Context: an optimization exercise on an open-source flow, tuned for small area and a short achievable clock period. The choices shown serve that exercise and are no tape-out recipe. Only simulation tests tie the RTL to the original design; equivalence was not proved. No activity file was given, so power comes from the tool's default toggle rates.

==> flow/design.v (outline; a module is shown in full before it is edited, if it fits) <==
// module alu: 624 lines
module alu(FPUCLK, RST, A, B, CTRL, OUT);
  // ...
==> flow/flow/run.sh <==
#!/bin/bash
set -euo pipefail
cd "$(dirname "$0")/.."
export BUFFER_PORTS_ARGS="-buffer_cell sky130_fd_sc_hd__buf_2"
bash standard.sh > standard_flow.log 2>&1
==> flow/standard.sh <==
#!/bin/bash
# synth_recipe.tcl (not shown) runs the flow's synth.tcl, then flattens the netlist and writes it again
# the make line also repeats each setting of config.mk as NAME=value (left out here)
make -C /OpenROAD-flow-scripts/flow DESIGN_CONFIG=/design/flow/config.mk WORK_HOME=/design/flow/orfs CLKGATE_MAP_FILE= SYNTH_SCRIPT=/design/flow/synth_recipe.tcl "${@:-finish}"
==> flow/config.mk <==
export PLATFORM = sky130hd
export DESIGN_NAME = alu
export DESIGN_NICKNAME = alu
export VERILOG_FILES = /design/flow/design.v
export SDC_FILE = /design/flow/constraint.sdc
export NUM_CORES = 4
export LEC_CHECK = 0
export CAP_MARGIN = 20
export CELL_PAD_IN_SITES_DETAIL_PLACEMENT = 1
export CORE_MARGIN = 2
export CORE_UTILIZATION = 35
export SETUP_SLACK_MARGIN = 4
export SLEW_MARGIN = 20
==> flow/constraint.sdc <==
create_clock -name core_clock -period 7.0 [get_ports {FPUCLK}]
set_input_delay 1.4000 -clock core_clock [delete_from_list [all_inputs] [get_ports {FPUCLK}]]
set_output_delay 1.4000 -clock core_clock [all_outputs]
set_load 0.01 [all_outputs]
==> impl_metrics.tcl, run 1 <==
set metrics [dict create \
    status "no timing/DRC/antenna violations" \
    clkLatencyLatePin_ns 0.61 \
    grt_use_met3_pct 3.136 \
    synth-simple-area-share_pct 17.17 \
    viasPerCell 5.436 \
    drt_iter0_markers 1014 \
    async_flop_share_pct 13.45 \
    power_leader "combinational logic" \
    setup_viol 0 \
    route.top_layer_used "met4" \
    cts_resized 379 \
    power_density_nw_per_um2 508.4 \
    dp_slack_ns 2.163 \
    final_cell_mix "inv_1 (260), and2_1 (217), fa_1 (191)" \
    synth_top_area_share_pct 24.89 \
    synthFlopType "dfxtp_1" \
    core_area_sq_um 58800 \
    path_delay_family "adder cells" \
    dp.cells 2999 \
    hold_slack_ns 0.3270 \
    num_vias 17360 \
    crit_chain "buf_12 > and2_4 > fa_1 > fa_1 > inv_2 > fa_2 > inv_2 > fa_2 > fa_2 > mux2_2" \
    finalMaxSlewViolations 0 \
    worstSetupPathType "reg2reg" \
    placed_area_sq_um 22270 \
    critPathMaxStageDelay_ns 0.55 \
    start_kind "flip-flop" \
]
==> run 2, diff against run 1 <==
--- a/flow/design.v
+++ b/flow/design.v
@@ -1,13 +1,13 @@
 module alu(FPUCLK, RST, A, B, CTRL, OUT);
   input FPUCLK, RST;
   input [31:0] A, B;
   input [2:0] CTRL;
-  output reg [31:0] OUT;
+  output [31:0] OUT;
   wire s1, c2, s3, c4, s5, c6, s7, c8, s9, c10, s11, c12, s13, c14, s15, c16, s17, c18, s19, c20, s21, c22, s23, c24, s25, c26, s27, c28, s29, c30, s31, c32, s33, c34, s35, c36, s37, c38, s39, c40, s41, c42, s43, c44, s45, c46, s47, c48, s49, c50, s51, c52, s53, c54, s55, c56, s57, c58, s59, c60, s61, c62, s63, c64, s65, c66, s67, c68, s69, c70, s71, c72, s73, c74, s75, c76, s77, c78, s79, c80, s81, c82, s83, c84, s85, c86, s87, c88, s89, c90, s91, c92, s93, c94, s95, c96, s97, c98, s99, c100, s101, c102, s103, c104, s105, c106, s107, c108, s109, c110, s111, c112, s113, c114, s115, c116, s117, c118, s119, c120, s121, c122, s123, c124, s125, c126, s127, c128, s129, c130, s131, c132, s133, c134, s135, c136, s137, c138, s139, c140, s141, c142, s143, c144, s145, c146, s147, c148, s149, c150, s151, c152, s153, c154, s155, c156, s157, c158, s159, c160, s161, c162, s163, c164, s165, c166, s167, c168, s169, c170, s171, c172, s173, c174, s175, c176, s177, c178, s179, c180, s181, c182, s183, c184, s185, c186, s187, c188, s189, c190, s191, c192, s193, c194, s195, c196, s197, c198, s199, c200, s201, c202, s203, c204, s205, c206, s207, c208, s209, c210, s211, c212, s213, c214, s215, c216, s217, c218, s219, c220, s221, c222, s223, c224, s225, c226, s227, c228, s229, c230, s231, c232, s233, c234, s235, c236, s237, c238, s239, c240, s241, c242, s243, c244, s245, c246, s247, c248, s249, c250, s251, c252, s253, c254, s255, c256, s257, c258, s259, c260, s261, c262, s263, c264, s265, c266, s267, c268, s269, c270, s271, c272, s273, c274, s275, c276, s277, c278, s279, c280, s281, c282, s283, c284, s285, c286, s287, c288, s289, c290, s291, c292, s293, c294, s295, c296, s297, c298, s299, c300, s301, c302, s303, c304, s305, c306, s307, c308, s309, c310, s311, c312, s313, c314, s315, c316, s317, c318, s319, c320, s321, c322, s323, c324, s325, c326, s327, c328, s329, c330, s331, c332, s333, c334, s335, c336, s337, c338, s339, c340, s341, c342, s343, c344, s345, c346, s347, c348, s349, c350, s351, c352, s353, c354, s355, c356, s357, c358, s359, c360, s361, c362, s363, c364, s365, c366, s367, c368, s369, c370, s371, c372, s373, c374, s375, c376, s377, c378, s379, c380, s381, c382, s383, c384, s385, c386, s387, c388, s389, c390, s391, c392, s393, c394, s395, c396, s397, c398, s399, c400, s401, c402, s403, c404, s405, c406, s407, c408, s409, c410, s411, c412, s413, c414, s415, c416, s417, c418, s419, c420, s421, c422, s423, c424, s425, c426, s427, c428, s429, c430, s431, c432, s433, c434, s435, c436, s437, c438, s439, c440, s441, c442, s443, c444, s445, c446, s447, c448, s449, c450, s451, c452, s453, c454, s455, c456, s457, c458, s459, c460, s461, c462, s463, c464, s465, c466, s467, c468, s469, c470, s471, c472, s473, c474, s475, c476, s477, c478, s479, c480, s481, c482, s483, c484, s485, c486, s487, c488, s489, c490, s491, c492, s493, c494, s495, c496, s497, c498, s499, c500, s501, c502, s503, c504, s505, c506, s507, c508, s509, c510, s511, c512, s513, c514, s515, c516, s517, c518, s519, c520, s521, c522, s523, c524, s525, c526, s527, c528;
   wire mul0 = CTRL[1], sub0 = CTRL[0];
   wire sa = A[31], sb = B[31];
   wire [7:0] ea = A[30:23], eb = B[30:23];
   wire [22:0] fa = A[22:0], fb = B[22:0];
   wire a_inf = &ea, b_inf = &eb;
   wire a_zero = ~|A, b_zero = ~|B;
   wire [7:0] dab = ea - eb;
@@ -16,39 +16,42 @@
   wire f_lt = (fa < fb);
   wire sp_b = a_zero;             
   wire sp_a = ~a_zero & b_zero;   
   wire sel_b = sp_b | (~sp_a & (dab[7] | (d_zero & f_lt)));
   wire [7:0] sh = dab[7] ? dba : dab;
   wire sh_big = (sh > 8'd23) | sp_a | sp_b;
   wire swap = ~mul0 & sel_b;
   wire eff_sub = sa ^ sb ^ sub0;
-  wire [7:0] e_add = sel_b ? eb : ea;
-  wire s_add = sp_b ? (sb | sub0) : (sel_b ? (sb ^ sub0) : sa);
   wire inf_s_add = a_inf ? sa : sb;
   wire [7:0] e_mul = ea + eb + 8'h81;
   wire s_mul = sa ^ sb;
   reg [22:0] ma, mb;        
-  reg r1_mul, r1_sub, r1_shbig, r1_s, r1_inf, r1_zero;
+  reg r1_swap, r1_mul, r1_sub, r1_shbig, r1_sa, r1_sb, r1_inf, r1_zero;
   reg [4:0] r1_sh;
-  reg [7:0] r1_e;
+  reg [7:0] r1_ea, r1_eb;
   always @(posedge FPUCLK) begin
-    ma <= swap ? fb : fa;
-    mb <= swap ? fa : fb;
+    ma <= fa;
+    mb <= fb;
+    r1_swap <= swap;
     r1_mul <= mul0;
     r1_sub <= ~mul0 & eff_sub;
     r1_shbig <= sh_big;
     r1_sh <= sh[4:0];
-    r1_e <= mul0 ? e_mul : e_add;
-    r1_s <= mul0 ? s_mul : ((a_inf | b_inf) ? inf_s_add : s_add);
+    r1_ea <= mul0 ? e_mul : ea;
+    r1_eb <= eb;
+    r1_sa <= mul0 ? s_mul : ((a_inf | b_inf) ? inf_s_add : sa);
+    r1_sb <= (a_inf | b_inf) ? inf_s_add : (sp_b ? (sb | sub0) : (sb ^ sub0));
     r1_inf <= a_inf | b_inf;
     r1_zero <= mul0 & (a_zero | b_zero);
   end
-  wire [23:0] big = {1'b1, ma};
-  wire [23:0] sh0 = r1_shbig ? 24'd0 : {1'b1, mb};
+  wire [22:0] xa = r1_swap ? mb : ma;
+  wire [22:0] xb = r1_swap ? ma : mb;
+  wire [23:0] big = {1'b1, xa};
+  wire [23:0] sh0 = r1_shbig ? 24'd0 : {1'b1, xb};
   wire [23:0] sh1 = r1_sh[0] ? {1'b0, sh0[23:1]} : sh0;
   wire [23:0] sh2 = r1_sh[1] ? {2'b0, sh1[23:2]} : sh1;
   wire [23:0] sh3 = r1_sh[2] ? {4'b0, sh2[23:4]} : sh2;
   wire [23:0] sh4 = r1_sh[3] ? {8'b0, sh3[23:8]} : sh3;
   wire [23:0] sml = r1_sh[4] ? {16'b0, sh4[23:16]} : sh4;
   wire [23:0] smx = sml ^ {24{r1_sub}};
   assign s1 = mb[0] ^ (ma[22] & mb[1]) ^ (ma[21] & mb[2]);
   assign c2 = (mb[0] & (ma[22] & mb[1])) | (mb[0] & (ma[21] & mb[2])) | ((ma[22] & mb[1]) & (ma[21] & mb[2]));
@@ -486,20 +489,20 @@
   assign c434 = ((ma[20] & mb[22]) & ma[19]) | ((ma[20] & mb[22]) & c356) | (ma[19] & c356);
   assign s435 = mb[20] ^ (ma[22] & mb[21]) ^ (ma[21] & mb[22]);
   assign c436 = (mb[20] & (ma[22] & mb[21])) | (mb[20] & (ma[21] & mb[22])) | ((ma[22] & mb[21]) & (ma[21] & mb[22]));
   reg [91:0] r2_m;
   reg [7:0] r2_e;
   reg r2_mul, r2_sub, r2_s, r2_inf, r2_zero;
   always @(posedge FPUCLK) begin
     r2_m <= {(r1_mul ? 1'b0 : smx[23]), (r1_mul ? 1'b0 : big[23]), (r1_mul ? ma[22] : smx[22]), (r1_mul ? mb[22] : big[22]), (r1_mul & c436), (r1_mul & ma[21]), (r1_mul ? (ma[22] & mb[22]) : smx[21]), (r1_mul ? mb[21] : big[21]), (r1_mul & c434), (r1_mul & c432), (r1_mul ? ma[20] : smx[20]), (r1_mul ? s435 : big[20]), (r1_mul & c430), (r1_mul & c428), (r1_mul ? s433 : smx[19]), (r1_mul ? s431 : big[19]), (r1_mul & c426), (r1_mul & c424), (r1_mul ? s429 : smx[18]), (r1_mul ? s427 : big[18]), (r1_mul & c422), (r1_mul & c420), (r1_mul ? s425 : smx[17]), (r1_mul ? s423 : big[17]), (r1_mul & c418), (r1_mul & c416), (r1_mul ? s421 : smx[16]), (r1_mul ? s419 : big[16]), (r1_mul & c414), (r1_mul & c412), (r1_mul ? s417 : smx[15]), (r1_mul ? s415 : big[15]), (r1_mul & c410), (r1_mul & c408), (r1_mul ? s413 : smx[14]), (r1_mul ? s411 : big[14]), (r1_mul & c406), (r1_mul & c404), (r1_mul ? s409 : smx[13]), (r1_mul ? s407 : big[13]), (r1_mul & c402), (r1_mul & c400), (r1_mul ? s405 : smx[12]), (r1_mul ? s403 : big[12]), (r1_mul & c398), (r1_mul & c396), (r1_mul ? s401 : smx[11]), (r1_mul ? s399 : big[11]), (r1_mul & c394), (r1_mul & c392), (r1_mul ? s397 : smx[10]), (r1_mul ? s395 : big[10]), (r1_mul & c390), (r1_mul & c388), (r1_mul ? s393 : smx[9]), (r1_mul ? s391 : big[9]), (r1_mul & c386), (r1_mul & c384), (r1_mul ? s389 : smx[8]), (r1_mul ? s387 : big[8]), (r1_mul & c382), (r1_mul & c380), (r1_mul ? s385 : smx[7]), (r1_mul ? s383 : big[7]), (r1_mul & c378), (r1_mul & c376), (r1_mul ? s381 : smx[6]), (r1_mul ? s379 : big[6]), (r1_mul & c374), (r1_mul & c372), (r1_mul ? s377 : smx[5]), (r1_mul ? s375 : big[5]), (r1_mul & c370), (r1_mul & c368), (r1_mul ? s373 : smx[4]), (r1_mul ? s371 : big[4]), (r1_mul & c366), (r1_mul & c364), (r1_mul ? s369 : smx[3]), (r1_mul ? s367 : big[3]), (r1_mul & c362), (r1_mul & c360), (r1_mul ? s365 : smx[2]), (r1_mul ? s363 : big[2]), (r1_mul & c358), (r1_mul & c254), (r1_mul ? s361 : smx[1]), (r1_mul ? s359 : big[1]), (r1_mul & ma[0]), (r1_mul ? (ma[1] & mb[22]) : r1_sub), (r1_mul ? (ma[2] & mb[21]) : smx[0]), (r1_mul ? s357 : big[0])};
-    r2_e <= r1_e;
+    r2_e <= r1_swap ? r1_eb : r1_ea;
     r2_mul <= r1_mul;
     r2_sub <= r1_sub;
-    r2_s <= r1_s;
+    r2_s <= r1_swap ? r1_sb : r1_sa;
     r2_inf <= r1_inf;
     r2_zero <= r1_zero;
   end
   assign s437 = r2_m[0] ^ r2_m[1];
   assign c438 = r2_m[0] & r2_m[1];
   assign s439 = r2_m[4] ^ r2_m[5] ^ r2_m[6];
   assign c440 = (r2_m[4] & r2_m[5]) | (r2_m[4] & r2_m[6]) | (r2_m[5] & r2_m[6]);
   assign s441 = r2_m[8] ^ r2_m[9] ^ r2_m[10];
@@ -609,16 +612,34 @@
   always @(*) begin
     lz = 5'd24;
     for (i = 0; i < 24; i = i + 1)
       if (r3_m[i]) lz = 5'd23 - i;
   end
   wire [23:0] nsh = r3_m[23:0] << lz;
   wire m_zero = ~|r3_m;
   wire [22:0] frac = r3_m[24] ? r3_m[23:1] : nsh[22:0];
-  wire [7:0] e_n = r3_m[24] ? r3_e + 8'd1 : r3_e - {3'b0, lz};
-  wire [31:0] res = r3_inf ? {r3_s, 8'hff, 23'd0} :
-                    (r3_zero | m_zero) ? 32'd0 : {r3_s, e_n, frac};
+  wire [7:0] r3_e1 = r3_e + 8'd1;
+  wire kill = r3_zero | m_zero;                  
+  wire fixed = r3_inf | kill;                    
+  wire [7:0] e_base = r3_inf ? 8'hff : kill ? 8'h00 : (r3_m[24] ? r3_e1 : r3_e);
+  wire [4:0] e_dec = (fixed | r3_m[24]) ? 5'd0 : lz;
+  wire [5:0] e_lo = {1'b0, e_base[4:0]} - {1'b0, e_dec};
+  wire [2:0] e_hm1 = e_base[7:5] - 3'd1;
+  reg r4_s, r4_b, r4_fx;
+  reg [4:0] r4_lo;
+  reg [2:0] r4_hi, r4_hm1;
+  reg [22:0] r4_f;
   always @(posedge FPUCLK or negedge RST) begin
-    if (!RST) OUT <= 32'd0;
-    else OUT <= res;
+    if (!RST) begin
+      r4_s <= 1'b0; r4_b <= 1'b0; r4_fx <= 1'b0; r4_lo <= 5'd0; r4_hi <= 3'd0; r4_hm1 <= 3'd0; r4_f <= 23'd0;
+    end else begin
+      r4_s <= r3_s & (r3_inf | ~kill);
+      r4_b <= e_lo[5];
+      r4_lo <= e_lo[4:0];
+      r4_hi <= e_base[7:5];
+      r4_hm1 <= e_hm1;
+      r4_fx <= fixed;
+      r4_f <= frac;
+    end
   end
+  assign OUT = {r4_s, r4_b ? r4_hm1 : r4_hi, r4_lo, r4_f & {23{~r4_fx}}};
 endmodule
--- a/flow/config.mk
+++ b/flow/config.mk
@@ -6,8 +6,9 @@
 export NUM_CORES = 4
 export LEC_CHECK = 0
 export CAP_MARGIN = 20
 export CELL_PAD_IN_SITES_DETAIL_PLACEMENT = 1
 export CORE_MARGIN = 2
 export CORE_UTILIZATION = 35
 export SETUP_SLACK_MARGIN = 4
 export SLEW_MARGIN = 20
+export TNS_END_PERCENT = 5
==> impl_metrics.tcl, run 2 <==
set metrics [dict create \
    min_period_ns 3.657 \
    largest_reg_flops 92 \
    crit_buf_inv 2 \
    synth_top_family_by_area "adder cells" \
    dr.pass1.iters 5 \
    gp_congestion 0.8793 \
    cts.clk_slew.worst_paths_ns 0.07 \
    r2r_slack_ns 3.34 \
    grt_pass1_wl_mm 106.5 \
    area_growth_pct 16.31 \
    die_y_um 248.1 \
    die_area_sq_um 61550 \
    end_kind "flip-flop" \
    wl_mm 69.96 \
    worstSetupPathDepth 14 \
    path_delay_family "compound AO/OA/AOI/OAI gates" \
    die_x_um 248.1 \
    synth-simple-area-share_pct 17.04 \
    synth_area_leaders "fa_1 (25%), dfxtp_1 (21%), and2_1 (7.9%)" \
    cts_tree "built" \
    critPathMaxStageDelay_ns 0.52 \
    synth_cell_types 80 \
    cts.sinks 253 \
    status "no timing/DRC/antenna violations" \
    syn_nets 2600 \
    reg2reg_to "r3_m[23]" \
    htreeDepth 1 \
    clock_skew_ns 0.01234 \
    num_vias 16390 \
    worstSetupPathType "reg2reg" \
    synth_fa_ha_area_share_pct 30.29 \
    crit_top_cell "fa_1" \
    antenna_found_initial 2 \
    synthFlopType "dfxtp_1" \
    grtUsageTotal_pct 22.70 \
    rows 89 \
    grt_max_degree 61 \
    crit_chain "fa_1 > inv_1 > fa_1 > inv_2 > ha_4 > a211oi_4 > o21ai_1 > a31o_2 > o311a_4 > o31ai_4 > a211o_1 > nand2_2 > a311oi_2 > xnor2_1" \
    cts-root-buf "clkbuf_16" \
    synth_xor_area_share_pct 2.736 \
    reg.largest.list "r2_m (92), r3_m (25)" \
    drt_iter0_markers 933 \
    critPathLaunch "r2_m[4]" \
    relSlewSlack_pct 25.75 \
    final_layout_size_suffix_gt1_share_pct 17.07 \
    tightest_slew_ns 1.112 \
    portBuffers 99 \
    clkLatencyLatePin_ns 0.59 \
    initial_core_util_pct 35.34 \
    reg2reg_depth 14 \
    synth_area_per_cell_sq_um 9.562 \
    synth_cells 2181 \
    dp_hpwl_mm 48.80 \
    synth-edff-count 0 \
    fillers 6681 \
    ys_seq_area_share_pct 25.17 \
    cts_made_buffers 29 \
    final_nets 2699 \
    ys_seq_elements 253 \
    hold_buffers 0 \
    core_area_sq_um 59020 \
    synth_warnings 1 \
    hold_path_class "reg2reg" \
    fin_crit_sh_pct 52.25 \
    cap_violations 0 \
    crit_path_end "r3_m[23]" \
    top_register "r2_m" \
    gr-total-overflow 0 \
    netlist_top_cells_count "inv_1 (301), and2_1 (263), fa_1 (258)" \
    wl_per_cell_um 22.74 \
    viasPerCell 5.325 \
    syn_area_sq_um 20860 \
    critical_path_required_ns 7.51 \
    rsz0062_at_grt "yes" \
    setup_viol 0 \
    clock.fmax_mhz 273.4 \
    clockBufferDepth 3 \
    yosys.area.top_type "fa_1" \
    worst-path-max-fanout 4 \
    ant_nets 0 \
    start_kind "flip-flop" \
    crit_slowest_cell "fa_1" \
    synth_top_area_share_pct 24.77 \
    synth_compound_area_share_pct 9.125 \
    p_leak_uw 0.01109 \
    grt_pass1_vias 18030 \
    muxShareOfSynthArea_pct 7.967 \
    mostFrequentLayoutCell "inv_1" \
    io_pins 101 \
    yosysMostFrequentCell "inv_1" \
    drcViolationCount 0 \
    hold_viol 0 \
    finalMaxSlewViolations 0 \
    final_core_util_pct 41.10 \
    setup_tns_ns 0 \
    async_flop_share_pct 14.62 \
    power_density_nw_per_um2 401.3 \
    worst_ep_arrival_time_ns 4.16 \
    irDropWorstVdd_uv 276.6 \
    final_cell_mix "inv_1 (291), fa_1 (253), and2_1 (248)" \
    r2r_start "r2_m[4]" \
]
run 2: worst min-delay path by stage:
stage / cells past startpoint / endpoint / slack [ns] / startpoint
6_report: 0 / r3_e[1] / 0.32 / r2_e[1]
5_1_grt: 0 / r3_s / 0.33 / r2_s
4_1_cts: 0 / r3_e[1] / 0.32 / r2_e[1]
3_5_place_dp: 0 / r3_s / 0.32 / r2_s
3_3_place_gp: 0 / r3_zero / 0.31 / r2_zero
2_1_floorplan: 0 / r2_inf / 0.31 / r1_inf
run 2: final cells by class:
class                      count  area, sq um  share of cell area (%)
antenna                        2        5.005                 0.02063
multi-input combinational   1513        14400                   59.38
tap                          773        967.2                   3.987
sequential                   253         5325                   21.95
clock inverter                17        198.9                  0.8201
inverter                     303         1164                   4.797
timing repair buffer         180         1413                   5.823
clock buffer                  36        782.0                   3.224
run 2: cells by family (layout without fill, tap and decap cells):
group | Yosys count | count (layout)
compound gates | 294 | 294
flops | 253 | 253
fa+ha+maj | 350 | 350
other cells | 0 | 2
xor+xnor | 63 | 63
simple gates | 670 | 670
mux | 136 | 136
buf+inv | 415 | 536
run 2: worst reg2reg max path: stages (launching register included):
cell,delay (ns)
dfxtp_2,0.32
fa_1,0.52
inv_1,0.05
fa_1,0.49
inv_2,0.06
ha_4,0.25
a211oi_4,0.25
o21ai_1,0.10
a31o_2,0.27
o311a_4,0.35
o31ai_4,0.19
a211o_1,0.21
nand2_2,0.08
a311oi_2,0.28
xnor2_1,0.16
run 2: timing repair:
item,CTS,global route
endpoints found under the setup margin,125,129
buffers inserted,32,16
pin swaps,30,20
cloned,5,0
resized for setup,85,74
run 2: where the power goes:
part	leakage (uW)	switching [uW]	internal, uW
Combinational	0.00835	3280	2520
Sequential	0.00225	465	1880
Clock	0.000486	676	913
run 2: per-stage QoR:
stage | worst slack, ns | total power (uW) | area, sq um | instances | hold WS (ns)
CTS | 3.326 | 9558 | 23880 | 3059 | 0.3234
floorplan | 3.253 | 5858 | 21000 | 2181 | 0.3096
global route | 3.275 | 10490 | 24250 | 3075 | 0.3331
finish | 3.343 | 9735 | 24260 | 3077 | 0.3207
global placement | 2.779 | 7319 | 22210 | 2969 | 0.3137
detailed placement | 2.686 | 7536 | 22210 | 2969 | 0.3154
run 2: per-layer routing:
metal | share of wire, % | vias up | global-route usage (%)
met2 | 49 | 596 | 38.70
met5 | 0.019 | - | 0
met4 | 4.7 | 2 | 9.979
met3 | 6.3 | 207 | 3.900
li1 | - | 7220 | -
met1 | 40 | 8360 | 28.19
==> run 3, diff against run 2 <==
==> flow/flow/run.sh (replaced) <==
#!/bin/bash
set -euo pipefail
cd "$(dirname "$0")/.."
export BUFFER_PORTS_ARGS="-buffer_cell sky130_fd_sc_hd__buf_2"
export SYNTH_ARGS="-noabc"
bash standard.sh > standard_flow.log 2>&1
==> impl_metrics.tcl, run 3 <==
set metrics [dict create \
    grt_use_met1_pct 29.20 \
    intPower_uw 5734 \
    yosysMostFrequentCell "and2_1" \
    ant_nets 0 \
    yosys.area.top_type "fa_1" \
    synth_cells 2037 \
    num_vias 16240 \
    synth-simple-area-share_pct 18.18 \
    worst_ep_arrival_time_ns 3.89 \
    finalMaxSlewViolations 0 \
    dp.cells 2819 \
    end_kind "flip-flop" \
    p_comb_share_pct 61.2 \
    status "no timing/DRC/antenna violations" \
    netlist_top_cells_count "and2_1 (299), fa_1 (258), dfxtp_1 (216)" \
    synth_area_per_cell_sq_um 10.18 \
    synth_cell_types 89 \
    htreeDepth 1 \
    relSlewSlack_pct 22.95 \
    area_growth_pct 14.43 \
    finalPower_uw 10300 \
    clock.fmax_mhz 288.9 \
    die_area_sq_um 61180 \
    synth_compound_area_share_pct 11.70 \
    cts_made_buffers 30 \
    die_y_um 247.4 \
    cts_tree "built" \
    viasPerCell 5.601 \
    ys_seq_area_share_pct 25.33 \
    top_register "r2_m" \
    worstSetupPathType "reg2reg" \
    final_nets 2530 \
    cts.clk_slew.worst_paths_ns 0.06 \
    syn_nets 2462 \
    cts-root-buf "clkbuf_16" \
    gr-total-overflow 0 \
    use_met2_pct 38.87 \
    clockPowerShare_pct 16.2 \
    rsz0062_at_grt "yes" \
    seqPwrFrac_pct 22.7 \
    muxShareOfSynthArea_pct 7.262 \
    p_sw_share_pct 44.36 \
    die_x_um 247.4 \
    grt_pass1_vias 17960 \
    synth_xor_area_share_pct 2.831 \
    start_kind "flip-flop" \
    antenna_found_initial 1 \
    io_pins 101 \
    hold_viol 0 \
    synthFlopType "dfxtp_1" \
    reg.largest.list "r2_m (92), r3_m (25)" \
    synth_warnings 1 \
    synth_top_area_share_pct 24.92 \
    gp_congestion 0.9437 \
    grt_use_met3_pct 3.363 \
    synth_top_family_by_area "adder cells" \
    wl_per_cell_um 23.75 \
    rows 89 \
    grt_max_degree 70 \
    clkLatencyLatePin_ns 0.58 \
    setup_viol 0 \
    mostFrequentLayoutCell "and2_1" \
    cts.sinks 253 \
    final_layout_size_suffix_gt1_share_pct 17.69 \
    wl_mm 68.89 \
    tightest_slew_ns 1.154 \
    min_period_ns 3.461 \
    fillers 6582 \
    ys_seq_elements 253 \
    cap_violations 0 \
    irDropWorstVdd_uv 292.1 \
    power_density_nw_per_um2 434.4 \
    dp_hpwl_mm 49.52 \
    drt_iter0_markers 1258 \
    synth_area_leaders "fa_1 (25%), dfxtp_1 (21%), and2_1 (9.0%)" \
    p_sw_uw 4571 \
    initial_core_util_pct 35.25 \
    p_leak_uw 0.01000 \
    critical_path_required_ns 7.43 \
    grtUsageTotal_pct 22.65 \
    largest_reg_flops 92 \
    syn_area_sq_um 20730 \
    final_cells 2900 \
    synth-edff-count 0 \
    synth_fa_ha_area_share_pct 30.83 \
    drcViolationCount 0 \
    fin_crit_sh_pct 49.44 \
    final_cell_mix "and2_1 (291), fa_1 (238), dfxtp_1 (189)" \
    dr.pass1.iters 6 \
    clock_skew_ns 0.01741 \
    worst-path-max-fanout 15 \
    hold_path_class "reg2reg" \
    setup_tns_ns 0 \
    regArea_sq_um 5324 \
    grt_busiest_layer "met2" \
    clockBufferDepth 3 \
    async_flop_share_pct 14.62 \
    core_area_sq_um 58800 \
    grt_pass1_wl_mm 106.3 \
    multi_input_comb_area_sq_um 15030 \
    portBuffers 99 \
]
-- run 3: layout make-up --
class	instances	share of cell area (%)
Sequential cell	253	22.45
Clock buffer	41	3.729
Timing Repair Buffer	150	4.278
Clock inverter	12	0.7438
Antenna cell	1	0.01055
Inverter	85	1.345
Tap cell	773	4.078
Multi-Input combinational cell	1585	63.37
-- run 3: stage by stage --
| stage | worst slack (ns) | cell area (sq um) | hold WS, ns | util, % |
|---|---|---|---|---|
| 6_report | 3.539 | 23720 | 0.3233 | 40.34 |
| 5_1_grt | 3.422 | 23720 | 0.3268 | 40.34 |
| 4_1_cts | 3.557 | 23460 | 0.3142 | 39.90 |
| 3_5_place_dp | 2.668 | 21970 | 0.3135 | 37.36 |
| 3_3_place_gp | 2.834 | 21960 | 0.3110 | 37.35 |
| 2_1_floorplan | 3.605 | 20830 | 0.3096 | - |
-- run 3: power groups by stage --
| stage | combinational (uW) | clock (uW) | sequential (uW) |
|---|---|---|---|
| 3_5_place_dp | 5550 | 0 | 2360 |
| 3_3_place_gp | 5360 | 0 | 2340 |
| 5_1_grt | 6890 | 1750 | 2380 |
| 2_1_floorplan | 4120 | 0 | 2090 |
| 6_report | 6300 | 1660 | 2340 |
| 4_1_cts | 5770 | 1690 | 2330 |
-- run 3: worst max-delay path, cell delays in order, from the launching register on --
cell	delay, ns
dfxtp_1	0.32
buf_6	0.21
and2_1	0.17
fa_1	0.45
fa_2	0.57
fa_2	0.45
fa_1	0.53
fa_1	0.43
nand2_1	0.10
o21ai_2	0.07
-- run 3: final timing paths --
kind | from | endpoint | slack (ns) | depth (start not counted)
min in group asynchronous | RST | r4_f[20] | 0.92 | 1
min | r2_zero | r3_zero | 0.32 | 0
min reg2reg | r2_zero | r3_zero | 0.32 | 0
max reg2reg | mb[11] | r2_m[12] | 3.54 | 9
max | mb[11] | r2_m[12] | 3.54 | 9
max in group asynchronous | RST | r4_f[7] | 5.59 | 1
-- run 3: what timing repair did --
action / 4_1_cts / 5_1_grt
gates resized for setup: 84 / 43
cloned: 2 / 0
setup endpoints to repair: 117 / 129
pin swaps: 34 / 36
hold buffers: 0 / 0
buffers inserted: 17 / 8
-- run 3: kinds of logic after synthesis --
group,Yosys count
AND/OR/NAND/NOR,687
AO/OA/AOI/OAI,357
adder cells (fa/ha/maj),356
flip-flops,253
buffers and inverters,199
multiplexers,118
XOR/XNOR,67
-- run 3: metal layers --
layer	share of wire, %	up-vias
met4	3.6	0
met1	41	8379
met3	6.1	162
met5	0	-
met2	49	624
li1	-	7077
==> run 4, diff against run 3 <==
--- a/flow/config.mk
+++ b/flow/config.mk
@@ -11,4 +11,4 @@
 export CORE_UTILIZATION = 35
 export SETUP_SLACK_MARGIN = 4
 export SLEW_MARGIN = 20
-export TNS_END_PERCENT = 5
+export TNS_END_PERCENT = 20
==> impl_metrics.tcl, run 4 <==
set metrics [dict create \
    critPathMaxStageDelay_ns 0.58 \
    crit_slowest_cell "fa_2" \
    io_pins 101 \
    synthFlopType "dfxtp_1" \
    synth_area_per_cell_sq_um 10.18 \
    hold_buffers 0 \
    status "no timing/DRC/antenna violations" \
    cts.clk_slew.worst_paths_ns 0.07 \
    synth_area_leaders "fa_1 (25%), dfxtp_1 (21%), and2_1 (9.0%)" \
    ant_nets 0 \
    ys_seq_elements 253 \
    initial_core_util_pct 35.25 \
    gp_congestion 0.9360 \
    relSlewSlack_pct 25.82 \
    wl_mm 74.91 \
    setup_viol 0 \
    mostFrequentLayoutCell "and2_1" \
    area_growth_pct 18.02 \
    critPathLaunch "ma[20]" \
    grt_max_degree 71 \
    p_leak_uw 0.01020 \
    final_nets 2559 \
    htreeDepth 1 \
    num_vias 16730 \
    syn_area_sq_um 20730 \
    finalMaxSlewViolations 0 \
    die_area_sq_um 61180 \
    worst-path-max-fanout 6 \
    synth_cells 2037 \
    yosysMostFrequentCell "and2_1" \
    rsz0062_at_grt "yes" \
    worstSetupPathType "reg2reg" \
    synth_warnings 1 \
    die_y_um 247.4 \
    cap_violations 0 \
    min_period_ns 3.497 \
    clkLatencyLatePin_ns 0.58 \
    clock.fmax_mhz 285.9 \
    yosys.area.top_type "fa_1" \
    dp_hpwl_mm 50.75 \
    netlist_top_cells_count "and2_1 (299), fa_1 (258), dfxtp_1 (216)" \
    grtUsageTotal_pct 24.17 \
    grt_pass1_wl_mm 112.0 \
    clock_skew_ns 0.03259 \
    viasPerCell 5.715 \
    min-delay-start "r2_e[5]" \
    final_layout_size_suffix_gt1_share_pct 24.19 \
    end_kind "flip-flop" \
    tightest_slew_ns 1.111 \
    wl_per_cell_um 25.58 \
    power_density_nw_per_um2 432.7 \
    fin_crit_sh_pct 49.96 \
    final_cell_mix "and2_1 (276), fa_1 (205), dfxtp_1 (168)" \
    reg.largest.list "r2_m (92), r3_m (25)" \
    r2r_start "ma[20]" \
    irDropWorstVdd_uv 264.0 \
    portBuffers 99 \
    async_flop_share_pct 14.62 \
    synth-edff-count 0 \
    core_area_sq_um 58800 \
    cts_tree "built" \
    crit_chain "buf_12 > and2_1 > fa_2 > fa_2 > fa_2 > fa_2 > fa_2 > nand2_1 > o21ai_1" \
    gr-total-overflow 0 \
    hold_path_class "reg2reg" \
    cts_made_buffers 29 \
    setup_tns_ns 0 \
    finalPower_uw 10580 \
    dr.pass1.iters 5 \
    worst_ep_arrival_time_ns 3.98 \
    synth_cell_types 89 \
    drcViolationCount 0 \
    clockBufferDepth 3 \
    critical_path_required_ns 7.49 \
    top_register "r2_m" \
    antenna_found_initial 1 \
    cts.sinks 253 \
    grt_pass1_vias 18310 \
    start_kind "flip-flop" \
    synth_top_area_share_pct 24.92 \
    ys_seq_area_share_pct 25.33 \
    syn_nets 2462 \
    die_x_um 247.4 \
    cts-root-buf "clkbuf_16" \
    crit_top_cell "fa_2" \
    largest_reg_flops 92 \
    hold_viol 0 \
    rows 89 \
    final_cells 2928 \
    drt_iter0_markers 1395 \
    dp.cells 2816 \
]
-- run 4: changes by cell type in the layout (fill, tap and decap cells not counted), sizes merged --
cell and delta:
buf +23, inv +4, bufbuf +2, clkinv -1
-- run 4: routing by layer --
layer  GRT usage [%]  share of wire (%)  vias to the layer above
met5               0                  0                        -
met4           11.94                5.1                        0
met3           3.817                6.5                      206
met2           40.37                 49                      731
met1           30.42                 40                     8653
li1                -                  -                     7144
-- run 4: final timing paths --
| path | depth (start not counted) | slack [ns] | endpoint |
|---|---|---|---|
| max | 9 | 3.50 | r2_m[12] |
| min | 0 | 0.32 | r3_e[5] |
| max reg2reg | 9 | 3.50 | r2_m[12] |
| min reg2reg | 0 | 0.32 | r3_e[5] |
| max in group asynchronous | 1 | 5.56 | r4_f[2] |
| min in group asynchronous | 1 | 0.93 | r4_f[1] |
-- run 4: repair_timing --
item,CTS,global route
pin swaps,45,62
cloned,4,0
setup buffers,38,18
setup endpoints to repair,107,123
gates resized for setup,122,161
-- run 4: where the power goes --
group	leakage [uW]	total, uW	switching, uW	internal, uW
registers	0.00225	2430	540	1890
clock network	0.000490	1610	646	963
logic	0.00746	6540	3590	2950
total	0.0102	10600	4780	5810
-- run 4: area by class of cell --
cell class	count	area, sq um
diodes	1	2.502
clock buffers	36	803.3
clock inverters	15	198.9
fillers	6505	34330
inverters	85	326.6
multi-input cells	1585	15400
flip-flops and latches	253	5365
well taps	773	967.2
repair buffers	180	1396
-- run 4: critical path: cells and delay by family, from the launching register on --
kind	cells	cell delay, ns
compound gates	1	0.09
fa+ha+maj	5	2.60
buf+inv	1	0.14
flops	1	0.36
simple gates	2	0.21
-- run 4: cells by family (layout without fill, tap and decap cells) --
kind of cell,Yosys count,after routing,synth area share (%)
adders and majority gates,356,356,30.83
AOI/OAI and AO/OA,357,357,11.70
buffers and inverters,199,316,3.863
and+or+nand+nor,687,687,18.18
muxes,118,118,7.262
other,0,1,0
DFF,253,253,25.33
xor gates and xnor gates,67,67,2.831
-- run 4: through the flow --
step | hold WS [ns] | area, sq um | worst slack [ns] | util (%)
2_1_floorplan | 0.3096 | 20890 | 3.605 | -
3_3_place_gp | 0.3132 | 21980 | 3.116 | 37.38
3_5_place_dp | 0.3143 | 21980 | 3.034 | 37.38
4_1_cts | 0.3220 | 23790 | 3.536 | 40.46
5_1_grt | 0.3345 | 24460 | 3.457 | 41.60
6_report | 0.3214 | 24460 | 3.503 | 41.61
==> run 5, diff against run 4 <==
--- a/flow/config.mk
+++ b/flow/config.mk
@@ -9,6 +9,6 @@
 export CELL_PAD_IN_SITES_DETAIL_PLACEMENT = 1
 export CORE_MARGIN = 2
 export CORE_UTILIZATION = 35
-export SETUP_SLACK_MARGIN = 4
+export SETUP_SLACK_MARGIN = 5
 export SLEW_MARGIN = 20
-export TNS_END_PERCENT = 20
+export TNS_END_PERCENT = 5
==> impl_metrics.tcl, run 5 <==
set metrics [dict create \
    hold_viol 0 \
    top_register "r2_m" \
    grt_busiest_layer "met2" \
    rows 89 \
    synth_cell_types 89 \
    core_area_sq_um 58800 \
    start_kind "flip-flop" \
    initial_core_util_pct 35.25 \
    r2r_slack_ns 3.55 \
    synth_area_per_cell_sq_um 10.18 \
    clock.fmax_mhz 289.5 \
    hold_end "r3_e[3]" \
    mostFrequentLayoutCell "and2_1" \
    worst-path-max-fanout 4 \
    relSlewSlack_pct 24.75 \
    grt_pass1_wl_mm 111.1 \
    cts_tree "built" \
    finalMaxSlewViolations 0 \
    dp_hpwl_mm 50.60 \
    netlist_top_cells_count "and2_1 (299), fa_1 (258), dfxtp_1 (216)" \
    hold_path_class "reg2reg" \
    whs_path_depth 0 \
    setup_tns_ns 0 \
    syn_nets 2462 \
    min-delay-start "r2_e[3]" \
    num_vias 17070 \
    yosys.area.top_type "fa_1" \
    status "no timing/DRC/antenna violations" \
    reg2reg_to "r2_m[4]" \
    min_period_ns 3.454 \
    grt_max_degree 73 \
    antenna_found_initial 2 \
    rsz0062_at_grt "yes" \
    clkLatencyLatePin_ns 0.57 \
    fin_crit_sh_pct 49.34 \
    reg2reg_depth 9 \
    synth_top_area_share_pct 24.92 \
    gr-total-overflow 0 \
    die_x_um 247.4 \
    cts.sinks 253 \
    synth_cells 2037 \
    p_leak_uw 0.01053 \
    setup_viol 0 \
    grt_use_met1_pct 30.67 \
    synth-edff-count 0 \
    wl_mm 76.66 \
    use_met2_pct 40.87 \
    final_nets 2604 \
    worstSetupPathType "reg2reg" \
    clockBufferDepth 3 \
    irDropWorstVdd_uv 296.7 \
    critical_path_required_ns 7.42 \
    async_flop_share_pct 14.62 \
    area_growth_pct 21.14 \
    worst_ep_arrival_time_ns 3.87 \
    final_cell_mix "and2_1 (283), fa_1 (227), dfxtp_1 (168)" \
    tightest_slew_ns 1.127 \
    grt_use_met3_pct 3.157 \
    cts.clk_slew.worst_paths_ns 0.06 \
    largest_reg_flops 92 \
    viasPerCell 5.736 \
    synthFlopType "dfxtp_1" \
    io_pins 101 \
    wl_per_cell_um 25.77 \
    grtUsageTotal_pct 23.97 \
    synth_area_leaders "fa_1 (25%), dfxtp_1 (21%), and2_1 (9.0%)" \
    die_y_um 247.4 \
    syn_area_sq_um 20730 \
    reg.largest.list "r2_m (92), r3_m (25)" \
    ys_seq_area_share_pct 25.33 \
    drt_iter0_markers 1470 \
    gp_congestion 0.9102 \
    final_layout_size_suffix_gt1_share_pct 25.76 \
    drcViolationCount 0 \
    ys_seq_elements 253 \
    r2r_start "ma[21]" \
    clock_skew_ns 0.02165 \
    portBuffers 99 \
    cts_made_buffers 28 \
    ant_nets 0 \
    cts-root-buf "clkbuf_16" \
    htreeDepth 1 \
    die_area_sq_um 61180 \
    grt_pass1_vias 18080 \
    hold_buffers 0 \
    yosysMostFrequentCell "and2_1" \
    power_density_nw_per_um2 439.9 \
    cap_violations 0 \
    end_kind "flip-flop" \
    synth_warnings 1 \
    dr.pass1.iters 6 \
    hold_slack_ns 0.3283 \
]
-- run 5: cell counts after synthesis --
No cell type changed its count.
-- run 5: area by class of cell --
type                    count  area (sq um)
clock inverters            16         244.0
inverters                  85         331.6
clock buffers              36         833.3
well taps                 773         967.2
fillers                  6461         33690
flip-flops and latches    253          5378
diodes                      1         2.502
repair buffers            225          1759
multi-input cells        1586         15590
-- run 5: kinds of logic after synthesis --
family / Yosys count / synth area share (%)
adder cells (fa/ha/maj): 356 / 30.83
AND/OR/NAND/NOR: 687 / 18.18
flip-flops: 253 / 25.33
XOR/XNOR: 67 / 2.831
buffers and inverters: 199 / 3.863
AO/OA/AOI/OAI: 357 / 11.70
multiplexers: 118 / 7.262
-- run 5: worst max-delay path by stage --
stage / endpoint / from / slack [ns] / depth (start not counted)
6_report: r2_m[4] / ma[21] / 3.55 / 9
4_1_cts: r2_m[8] / ma[21] / 3.53 / 9
3_3_place_gp: r2_m[12] / ma[21] / 2.97 / 9
2_1_floorplan: r1_shbig / A[24] / 3.61 / 10
3_5_place_dp: r2_m[12] / ma[21] / 2.89 / 9
5_1_grt: r3_m[22] / r2_m[6] / 3.45 / 11
-- run 5: layer usage --
| metal | routed length [um] | up-vias | part of all wire [%] |
|---|---|---|---|
| met5 | 0 | - | 0 |
| li1 | - | 7231 | - |
| met2 | 37220 | 823 | 49 |
| met3 | 5425 | 224 | 7.1 |
| met4 | 3723 | 0 | 4.9 |
| met1 | 30290 | 8787 | 40 |
-- run 5: worst max-delay path: stages, from the launching register on --
cell     delay, ns
dfxtp_4       0.37
buf_8         0.14
and2_1        0.14
fa_1          0.50
fa_2          0.61
fa_2          0.44
fa_1          0.51
fa_2          0.43
nand2_1       0.07
o21ai_0       0.09
-- run 5: stage by stage --
step                      instances  power, uW  util [%]  cell area (sq um)  worst slack [ns]
after floorplan                2037       6213         -              20840             3.605
after global placement         2819       7755     37.38              21980             2.968
after detailed placement       2819       7941     37.38              21980             2.888
after CTS                      2913      10130     40.52              23830             3.528
after global routing           2974      11740     42.70              25110             3.447
final                          2975      11050     42.71              25110             3.546
-- run 5: timing repair --
item	CTS	global route
resized for setup	109	209
pin swaps	51	66
endpoints found under the setup margin	187	190
setup buffers	38	58
gates cloned	4	3
-- run 5: power by group --
group          switching (uW)  internal (uW)  total [uW]  leakage, uW
clock                     638           1060        1700     0.000534
sequential                501           1910        2410      0.00226
combinational            3810           3130        6940      0.00774
total                    4950           6100       11000       0.0105
==> run 6, diff against run 5 <==
--- a/flow/config.mk
+++ b/flow/config.mk
@@ -9,6 +9,6 @@
 export CELL_PAD_IN_SITES_DETAIL_PLACEMENT = 1
 export CORE_MARGIN = 2
 export CORE_UTILIZATION = 35
-export SETUP_SLACK_MARGIN = 5
+export SETUP_SLACK_MARGIN = 3.6
 export SLEW_MARGIN = 20
 export TNS_END_PERCENT = 5
==> impl_metrics.tcl, run 6 <==
set metrics [dict create \
    power_density_nw_per_um2 413.2 \
    cts.sinks 253 \
    clock.fmax_mhz 289.1 \
    fin_crit_sh_pct 49.41 \
    wl_per_cell_um 24.26 \
    clkLatencyLatePin_ns 0.57 \
    hold_slack_ns 0.3224 \
    final_layout_size_suffix_gt1_share_pct 16.34 \
    setup_tns_ns 0 \
    antenna_found_initial 1 \
    mostFrequentLayoutCell "and2_1" \
    hold_end "r3_e[3]" \
    syn_area_sq_um 20730 \
    synth_top_area_share_pct 24.92 \
    gp_congestion 0.9010 \
    ys_seq_elements 253 \
    cap_violations 0 \
    whs_path_depth 0 \
    finalMaxSlewViolations 0 \
    synth_cells 2037 \
    setup_viol 0 \
    grt_use_met3_pct 3.449 \
    p_leak_uw 0.01002 \
    hold_buffers 0 \
    dp_slack_ns 3.012 \
    syn_nets 2462 \
    start_kind "flip-flop" \
    hold_viol 0 \
    top_register "r2_m" \
    reg2reg_depth 9 \
    reg2reg_to "r2_m[12]" \
    grt_max_degree 66 \
    yosysMostFrequentCell "and2_1" \
    rows 89 \
    cts_tree "built" \
    min_period_ns 3.459 \
    status "no timing/DRC/antenna violations" \
    r2r_slack_ns 3.54 \
    grt_pass1_wl_mm 109.6 \
    muxShareOfSynthArea_pct 7.262 \
    cts.clk_slew.worst_paths_ns 0.06 \
    critPathMaxStageDelay_ns 0.60 \
    async_flop_share_pct 14.62 \
    ant_nets 0 \
    netlist_top_cells_count "and2_1 (299), fa_1 (258), dfxtp_1 (216)" \
    p_sw_uw 4437 \
    r2r_start "ma[21]" \
    relSlewSlack_pct 24.54 \
    synth_warnings 1 \
    cts_made_buffers 29 \
    grt_busiest_layer "met2" \
    synth_top_family_by_area "adder cells" \
    io_pins 101 \
    dp_hpwl_mm 50.04 \
    die_area_sq_um 61180 \
    final_cell_mix "and2_1 (293), fa_1 (249), dfxtp_1 (190)" \
    irDropWorstVdd_uv 238.3 \
    viasPerCell 5.612 \
    grt_use_met1_pct 29.84 \
    intPower_uw 5306 \
    largest_reg_flops 92 \
    reg.largest.list "r2_m (92), r3_m (25)" \
    worst-path-max-fanout 10 \
    portBuffers 99 \
    synth_cell_types 89 \
    die_x_um 247.4 \
    p_sw_share_pct 45.54 \
    tightest_slew_ns 1.130 \
    wl_mm 70.28 \
    p_comb_share_pct 60.5 \
    synth_xor_area_share_pct 2.831 \
    area_growth_pct 13.75 \
    synth-simple-area-share_pct 18.18 \
    rsz0062_at_grt "yes" \
    synth-edff-count 0 \
    core_area_sq_um 58800 \
    clockPowerShare_pct 15.5 \
    synthFlopType "dfxtp_1" \
    worstSetupPathType "reg2reg" \
    min-delay-start "r2_e[3]" \
    clock_skew_ns 0.01482 \
    initial_core_util_pct 35.25 \
    grtUsageTotal_pct 23.43 \
    yosys.area.top_type "fa_1" \
    num_vias 16260 \
    grt_pass1_vias 18190 \
    end_kind "flip-flop" \
    fillers 6586 \
    worst_ep_arrival_time_ns 3.88 \
    critical_path_required_ns 7.43 \
    drcViolationCount 0 \
    htreeDepth 1 \
    final_core_util_pct 40.10 \
    clockBufferDepth 3 \
    synth_compound_area_share_pct 11.70 \
    crit_slowest_cell "fa_1" \
    use_met2_pct 40.26 \
    ys_seq_area_share_pct 25.33 \
    synth_fa_ha_area_share_pct 30.83 \
    synth_area_leaders "fa_1 (25%), dfxtp_1 (21%), and2_1 (9.0%)" \
    final_nets 2527 \
    synth_area_per_cell_sq_um 10.18 \
    dr.pass1.iters 5 \
    seqPwrFrac_pct 24.0 \
    drt_iter0_markers 1179 \
    hold_path_class "reg2reg" \
    postLayoutSetupSlackWorst_ns 3.541 \
    die_y_um 247.4 \
    gr-total-overflow 0 \
    crit_top_cell "fa_1" \
    crit_chain "buf_12 > and2_4 > fa_1 > fa_1 > fa_1 > fa_1 > fa_1 > nand2_1 > o21ai_1" \
    cts-root-buf "clkbuf_16" \
]
==> run 6: cell counts after synthesis <==
Identical to the previous run, type by type.
==> run 6: how the worst max path moves through the flow <==
stage,slack [ns],startpoint,depth (start not counted),end
global placement,3.04,A[24],11,r1_shbig
floorplan,3.56,ma[21],9,r2_m[21]
detailed placement,3.01,A[24],11,r1_shbig
CTS,3.57,ma[21],9,r2_m[12]
finish,3.54,ma[21],9,r2_m[12]
global route,3.43,r2_m[12],11,r3_m[22]
==> run 6: logic make-up (layout without fill, tap and decap cells) <==
| logic type | count (synthesis) | after routing |
|---|---|---|
| compound gates | 357 | 357 |
| xor+xnor | 67 | 67 |
| fa+ha+maj | 356 | 356 |
| buf+inv | 199 | 285 |
| flops | 253 | 253 |
| mux | 118 | 118 |
| other cells | 0 | 1 |
| simple gates | 687 | 687 |
==> run 6: through the flow <==
step / cells / area, sq um / power (uW)
floorplan: 2037 / 20790 / 6208
global placement: 2823 / 21960 / 7727
detailed placement: 2823 / 21960 / 7913
CTS: 2896 / 23530 / 9667
global route: 2896 / 23570 / 10470
finish: 2897 / 23580 / 9743
==> run 6: what timing repair did <==
item / in CTS / in global routing
pin swaps: 41 / 1
gates resized for setup: 91 / 9
gates cloned: 8 / 0
setup buffers: 13 / 0
setup endpoints to repair: 60 / 31
==> run 6: critical path: cells and delay by family (launching register included) <==
family,cells,cell delay (ns)
compound gates,1,0.08
buf+inv,1,0.15
fa+ha+maj,5,2.51
simple gates,2,0.23
flops,1,0.35
==> run 6: layer usage <==
metal / part of all wire (%) / vias to the layer above / routed length (um)
met3: 5.9 / 165 / 4115
li1: - / 7063 / -
met1: 41 / 8426 / 29160
met5: 0 / - / 0
met4: 4.0 / 0 / 2829
met2: 49 / 603 / 34170
==> run 6: cell type report <==
class / instances / area, sq um / share of cell area (%)
antenna: 1 / 2.502 / 0.01061
clock buffer: 35 / 788.3 / 3.343
clock inverter: 17 / 157.7 / 0.6687
timing repair buffer: 148 / 1167 / 4.951
multi-input combinational: 1585 / 14860 / 63.05
tap: 773 / 967.2 / 4.102
inverter: 85 / 319.1 / 1.353
sequential: 253 / 5310 / 22.52
==> run 6: power groups by stage <==
stage,Clock [uW],Sequential (uW),Combinational [uW]
2_1_floorplan,0,2090,4120
3_3_place_gp,0,2330,5400
3_5_place_dp,0,2340,5570
4_1_cts,1540,2320,5800
5_1_grt,1610,2380,6480
6_report,1510,2340,5890
==> run 7, diff against run 6 <==
--- a/flow/config.mk
+++ b/flow/config.mk
@@ -9,6 +9,7 @@
 export CELL_PAD_IN_SITES_DETAIL_PLACEMENT = 1
 export CORE_MARGIN = 2
 export CORE_UTILIZATION = 35
+export PLACE_DENSITY = 0.7
 export SETUP_SLACK_MARGIN = 3.6
 export SLEW_MARGIN = 20
 export TNS_END_PERCENT = 5
==> impl_metrics.tcl, run 7 <==
set metrics [dict create \
    final_layout_size_suffix_gt1_share_pct 15.78 \
    hold_end "r3_zero" \
    dp_hpwl_mm 52.72 \
    worst-path-max-fanout 4 \
    placed_area_sq_um 21940 \
    path_delay_family "compound AO/OA/AOI/OAI gates" \
    p_leak_uw 0.009935 \
    rows 89 \
    synth_area_leaders "fa_1 (25%), dfxtp_1 (21%), and2_1 (9.0%)" \
    cts_tree "built" \
    final_cells 2899 \
    crit_slowest_cell "fa_1" \
    r2r_start "r2_m[48]" \
    synth_warnings 1 \
    grt_pass1_vias 19080 \
    critical_path_required_ns 7.50 \
    cap_violations 0 \
    gp_congestion 0.9588 \
    r2r_slack_ns 3.35 \
    htreeDepth 1 \
    ys_seq_elements 253 \
    whs_path_depth 0 \
    tightest_slew_ns 1.227 \
    die_y_um 247.4 \
    reg2reg_depth 11 \
    synth_cells 2037 \
    final_nets 2526 \
    fillers 6565 \
    power_density_nw_per_um2 437.7 \
    setup_viol 0 \
    core_area_sq_um 58800 \
    final_cell_mix "and2_1 (296), fa_1 (252), dfxtp_1 (193)" \
    reg2reg_to "r3_m[22]" \
    min-delay-start "r2_zero" \
    grt_max_degree 108 \
    synth-edff-count 0 \
    hold_buffers 0 \
    dp.cells 2820 \
    syn_nets 2462 \
    reg.largest.list "r2_m (92), r3_m (25)" \
    yosysMostFrequentCell "and2_1" \
    cts-root-buf "clkbuf_16" \
    setup_tns_ns 0 \
    wl_per_cell_um 26.68 \
    fin_crit_sh_pct 52.17 \
    die_x_um 247.4 \
    num_vias 17010 \
    worst_ep_arrival_time_ns 4.15 \
    relSlewSlack_pct 18.11 \
    ant_nets 0 \
    start_kind "flip-flop" \
    min_period_ns 3.652 \
    mostFrequentLayoutCell "and2_1" \
    finalMaxSlewViolations 0 \
    hold_viol 0 \
    synth_area_per_cell_sq_um 10.18 \
    synthFlopType "dfxtp_1" \
    viasPerCell 5.868 \
    syn_area_sq_um 20730 \
    clockBufferDepth 3 \
    rsz0062_at_grt "yes" \
    worstSetupPathType "reg2reg" \
    grt_pass1_wl_mm 117.0 \
    synth_cell_types 89 \
    clock.fmax_mhz 273.8 \
    end_kind "flip-flop" \
    hold_slack_ns 0.3260 \
    fin_area_sq_um 23410 \
    clock_skew_ns 0.01458 \
    dr.pass1.iters 5 \
    largest_reg_flops 92 \
    area_growth_pct 12.94 \
    grtUsageTotal_pct 25.22 \
    crit_chain "fa_1 > fa_1 > ha_1 > a21o_1 > a21oi_1 > a31oi_1 > a41oi_2 > a21oi_2 > a21o_1 > a21oi_1 > xnor2_1" \
    cts.sinks 253 \
    status "no timing/DRC/antenna violations" \
    async_flop_share_pct 14.62 \
    crit_buf_inv 0 \
    synth_top_area_share_pct 24.92 \
    ys_seq_area_share_pct 25.33 \
    critPathMaxStageDelay_ns 0.57 \
    antenna_found_initial 2 \
    portBuffers 99 \
    cts.clk_slew.worst_paths_ns 0.07 \
    finalPower_uw 10250 \
    hold_path_class "reg2reg" \
    netlist_top_cells_count "and2_1 (299), fa_1 (258), dfxtp_1 (216)" \
    drt_iter0_markers 1466 \
    cts_made_buffers 28 \
    drcViolationCount 0 \
    die_area_sq_um 61180 \
    irDropWorstVdd_uv 255.0 \
    clkLatencyLatePin_ns 0.58 \
    io_pins 101 \
    wl_mm 77.34 \
    initial_core_util_pct 35.25 \
    top_register "r2_m" \
    gr-total-overflow 0 \
    yosys.area.top_type "fa_1" \
]
## run 7: changes by cell type in the layout (fill, tap and decap cells not counted), sizes merged
cell and change:
bufbuf -6, clkinv -1, buf +6, bufinv +2, diode +2, clkbuf -1
## run 7: layer usage
layer | track usage [%] | wire length [um]
met1 | 29.82 | 29320
met2 | 43.06 | 37140
met3 | 5.515 | 6109
met4 | 12.84 | 4772
met5 | 0 | 0
## run 7: logic make-up after synthesis
group / synth area share, %
muxes: 7.262
AOI/OAI and AO/OA: 11.70
buffers and inverters: 3.863
adders and majority gates: 30.83
and+or+nand+nor: 18.18
xor gates and xnor gates: 2.831
DFF: 25.33
## run 7: where the power goes
group          total, uW  switching [uW]  internal, uW
Combinational       6260            3620          2640
Clock               1600             673           929
Sequential          2390             509          1880
## run 7: through the flow
stage / utilization, % / setup slack, ns
after floorplan: - / 3.564
after global placement: 37.31 / 2.829
after CTS: 39.74 / 3.513
final: 39.81 / 3.348
after global routing: 39.80 / 3.281
after detailed placement: 37.31 / 2.733
## run 7: worst max path at each step
stage          startpoint  slack (ns)  depth (start not counted)       end
3_5_place_dp       ma[22]        2.73                          8  r2_m[20]
5_1_grt          r2_m[36]        3.28                         11  r3_m[22]
3_3_place_gp       ma[22]        2.83                          8  r2_m[21]
2_1_floorplan      ma[21]        3.56                          9  r2_m[21]
4_1_cts            ma[22]        3.51                          8  r2_m[20]
6_report         r2_m[48]        3.35                         11  r3_m[22]
## run 7: area by class of cell
type,instances,area (sq um),share of cell area (%)
clock inverters,18,210.2,0.8980
flip-flops and latches,253,5304,22.66
inverters,85,319.1,1.363
clock buffers,34,764.5,3.266
repair buffers,148,987.2,4.217
diodes,3,7.507,0.03207
multi-input cells,1585,14850,63.43
well taps,773,967.2,4.132
## run 7: timing repair
item                       4_1_cts  5_1_grt
gates resized for setup         68        8
cloned                           2        0
hold endpoints to repair         0        0
setup buffers                   22        0
pin swaps                       24        1
setup endpoints to repair       70       50
## run 7: worst reg2reg max path, delay by kind of cell (launching register included)
family,cells,cell delay [ns]
AO/OA/AOI/OAI,7,1.62
adder cells (fa/ha/maj),3,1.49
flip-flops,1,0.33
XOR/XNOR,1,0.13
==> run 8, diff against run 7 <==
--- a/flow/config.mk
+++ b/flow/config.mk
@@ -9,7 +9,6 @@
 export CELL_PAD_IN_SITES_DETAIL_PLACEMENT = 1
 export CORE_MARGIN = 2
 export CORE_UTILIZATION = 35
-export PLACE_DENSITY = 0.7
 export SETUP_SLACK_MARGIN = 3.6
 export SLEW_MARGIN = 20
-export TNS_END_PERCENT = 5
+export TNS_END_PERCENT = 0
==> impl_metrics.tcl, run 8 <==
set metrics [dict create \
    crit_buf_inv 1 \
    p_sw_uw 4433 \
    synth_area_per_cell_sq_um 10.18 \
    initial_core_util_pct 35.25 \
    hold_buffers 0 \
    crit_top_cell "fa_1" \
    io_pins 101 \
    setup_tns_ns 0 \
    final_nets 2522 \
    power_density_nw_per_um2 414.4 \
    seqPwrFrac_pct 24.0 \
    p_comb_share_pct 60.4 \
    gr-total-overflow 0 \
    synth_warnings 1 \
    wl_per_cell_um 24.22 \
    worst_ep_arrival_time_ns 3.91 \
    ant_nets 0 \
    num_vias 16280 \
    setup_viol 0 \
    syn_area_sq_um 20730 \
    dp_hpwl_mm 50.04 \
    yosysMostFrequentCell "and2_1" \
    r2r_start "ma[18]" \
    fin_crit_sh_pct 49.82 \
    final_layout_size_suffix_gt1_share_pct 16.10 \
    mostFrequentLayoutCell "and2_1" \
    status "no timing/DRC/antenna violations" \
    rsz0062_at_grt "yes" \
    grtUsageTotal_pct 23.31 \
    crit_path_end "r2_m[16]" \
    die_x_um 247.4 \
    reg2reg_to "r2_m[16]" \
    cts_made_buffers 29 \
    crit_slowest_cell "fa_1" \
    crit_chain "buf_12 > and2_4 > fa_1 > fa_1 > fa_1 > fa_2 > fa_1 > nand2_1 > o21ai_2" \
    viasPerCell 5.633 \
    min_period_ns 3.488 \
    core_area_sq_um 58800 \
    start_kind "flip-flop" \
    clockPowerShare_pct 15.6 \
    rows 89 \
    cts_tree "built" \
    placed_area_sq_um 21960 \
    end_kind "flip-flop" \
    critPathMaxStageDelay_ns 0.56 \
    irDropWorstVdd_uv 238.7 \
    cap_violations 0 \
    hold_slack_ns 0.3226 \
    finalMaxSlewViolations 0 \
    die_area_sq_um 61180 \
    portBuffers 99 \
    path_delay_family "adder cells" \
    gp_congestion 0.9010 \
    async_flop_share_pct 14.62 \
    grt_pass1_wl_mm 109.2 \
    antenna_found_initial 0 \
    reg2reg_depth 9 \
    htreeDepth 1 \
    ys_seq_area_share_pct 25.33 \
    netlist_top_cells_count "and2_1 (299), fa_1 (258), dfxtp_1 (216)" \
    antenna_cells 0 \
    intPower_uw 5295 \
    worstSetupPathDepth 9 \
    cts.clk_slew.worst_paths_ns 0.06 \
    largest_reg_flops 92 \
    critPathLaunch "ma[18]" \
    dr.pass1.iters 5 \
    synth-edff-count 0 \
    cts-root-buf "clkbuf_16" \
    tightest_slew_ns 1.100 \
    grt_max_degree 66 \
    relSlewSlack_pct 26.58 \
    worstSetupPathType "reg2reg" \
    area_growth_pct 13.24 \
    clock_skew_ns 0.01565 \
    final_cell_mix "and2_1 (293), fa_1 (249), dfxtp_1 (190)" \
    ys_seq_elements 253 \
    grt_pass1_vias 18170 \
    p_sw_share_pct 45.57 \
    synthFlopType "dfxtp_1" \
    drt_iter0_markers 1213 \
    clkLatencyLatePin_ns 0.57 \
    critical_path_required_ns 7.43 \
    cts.sinks 253 \
    hold_viol 0 \
    clock.fmax_mhz 286.7 \
    fillers 6589 \
    clockBufferDepth 3 \
    die_y_um 247.4 \
    synth_cell_types 89 \
    drcViolationCount 0 \
    wl_mm 70.03 \
    r2r_slack_ns 3.51 \
    worst-path-max-fanout 11 \
    hold_path_class "reg2reg" \
    top_register "r2_m" \
    reg.largest.list "r2_m (92), r3_m (25)" \
    p_leak_uw 0.009966 \
    syn_nets 2462 \
    synth_top_area_share_pct 24.92 \
    synth_cells 2037 \
    fin_area_sq_um 23470 \
    yosys.area.top_type "fa_1" \
    synth_area_leaders "fa_1 (25%), dfxtp_1 (21%), and2_1 (9.0%)" \
]
[run 8: routing by layer]
metal / global-route usage [%] / part of all wire (%) / up-vias
li1: - / - / 7050
met1: 29.84 / 42 / 8413
met2: 39.72 / 48 / 643
met3: 3.612 / 6.3 / 178
met4: 8.612 / 4.1 / 0
met5: 0 / 0 / -
[run 8: worst reg2reg max path: stages (launching register included)]
cell and delay (ns):
dfxtp_4 0.35, buf_12 0.15, and2_4 0.18, fa_1 0.51, fa_1 0.56, fa_1 0.45, fa_2 0.55, fa_1 0.42
nand2_1 0.10, o21ai_2 0.08
[run 8: power by group through the flow]
stage | Combinational (uW) | Sequential (uW) | Clock [uW]
after CTS | 5800 | 2320 | 1540
final | 5880 | 2330 | 1520
after floorplan | 4120 | 2090 | 0
after global routing | 6470 | 2380 | 1610
after global placement | 5400 | 2330 | 0
after detailed placement | 5570 | 2340 | 0
[run 8: cell families after synthesis]
| family | share of synthesized area [%] |
|---|---|
| and+or+nand+nor | 18.18 |
| DFF | 25.33 |
| muxes | 7.262 |
| AOI/OAI and AO/OA | 11.70 |
| xor gates and xnor gates | 2.831 |
| adders and majority gates | 30.83 |
| buffers and inverters | 3.863 |
[run 8: worst min path at each step]
| stage | from | depth (start not counted) | slack, ns | to |
|---|---|---|---|---|
| floorplan | r1_inf | 0 | 0.31 | r2_inf |
| global placement | r2_zero | 0 | 0.31 | r3_zero |
| detailed placement | r2_zero | 0 | 0.31 | r3_zero |
| CTS | r2_e[6] | 0 | 0.32 | r3_e[6] |
| global route | r2_e[6] | 0 | 0.32 | r3_e[6] |
| finish | r2_e[3] | 0 | 0.32 | r3_e[3] |
[run 8: through the flow]
step / power (uW) / cells / setup slack (ns) / utilization [%]
after floorplan: 6208 / 2037 / 3.564 / -
after global placement: 7727 / 2823 / 3.035 / 37.36
after detailed placement: 7913 / 2823 / 3.012 / 37.36
after CTS: 9660 / 2891 / 3.572 / 39.87
after global routing: 10450 / 2891 / 3.424 / 39.92
final: 9728 / 2891 / 3.512 / 39.92
[run 8: timing repair]
action,4_1_cts,5_1_grt
cloned,6,0
pin swaps,41,0
endpoints found under the setup margin,60,31
buffers inserted,10,0
hold endpoints to repair,0,0
resized for setup,90,7
[run 8: area by class of cell]
class / count / area [sq um] / share of cell area (%)
clock buffer: 35 / 788.3 / 3.358
clock inverter: 17 / 157.7 / 0.6716
inverter: 85 / 319.1 / 1.359
multi-input combinational: 1585 / 14850 / 63.28
sequential: 253 / 5308 / 22.61
tap: 773 / 967.2 / 4.120
timing repair buffer: 143 / 1080 / 4.600

[what the ideal ports hide]
In the flow no input, the clock included, has a driving cell. The finished layouts below were timed again as built, in two steps.
Step 1 sets driving cells, clkbuf_16 on the clock port and buf_2 on the other inputs (assumed; they add their load-dependent delay and slew).
Step 2 moves the port delays by t, midway between the first and last clock arrival at a register: inputs arrive t later, outputs are due t later. That takes back most of the time a late clock gives input paths.
Three values: ideal ports, drivers, drivers and shift; two values: the first two.
| run | t, ns | setup slack, ns | hold WS [ns] |
|---|---|---|---|
| run 1 | 0.641 | 3.325 / 3.325 / 2.730 | 0.327 / 0.327 / 0.327 |
| run 2 | 0.647 | 3.343 / 3.343 / 2.791 | 0.321 / 0.321 / 0.321 |
| run 3 | 0.623 | 3.539 / 3.539 / 2.958 | 0.323 / 0.323 / 0.323 |
| run 4 | 0.621 | 3.503 / 3.503 / 3.274 | 0.321 / 0.321 / 0.321 |
| run 5 | 0.621 | 3.546 / 3.546 / 3.327 | 0.328 / 0.328 / 0.328 |
| run 6 | 0.617 | 3.541 / 3.541 / 2.983 | 0.322 / 0.322 / 0.322 |
| run 7 | 0.625 | 3.348 / 3.348 / 2.862 | 0.326 / 0.326 / 0.326 |
| run 8 | 0.618 | 3.512 / 3.512 / 2.941 | 0.323 / 0.323 / 0.323 |
After both steps every run listed still meets setup and hold. The setup slack of run 1, which loses most, moves by 0.000 ns with the drivers and by -0.595 ns with both steps.
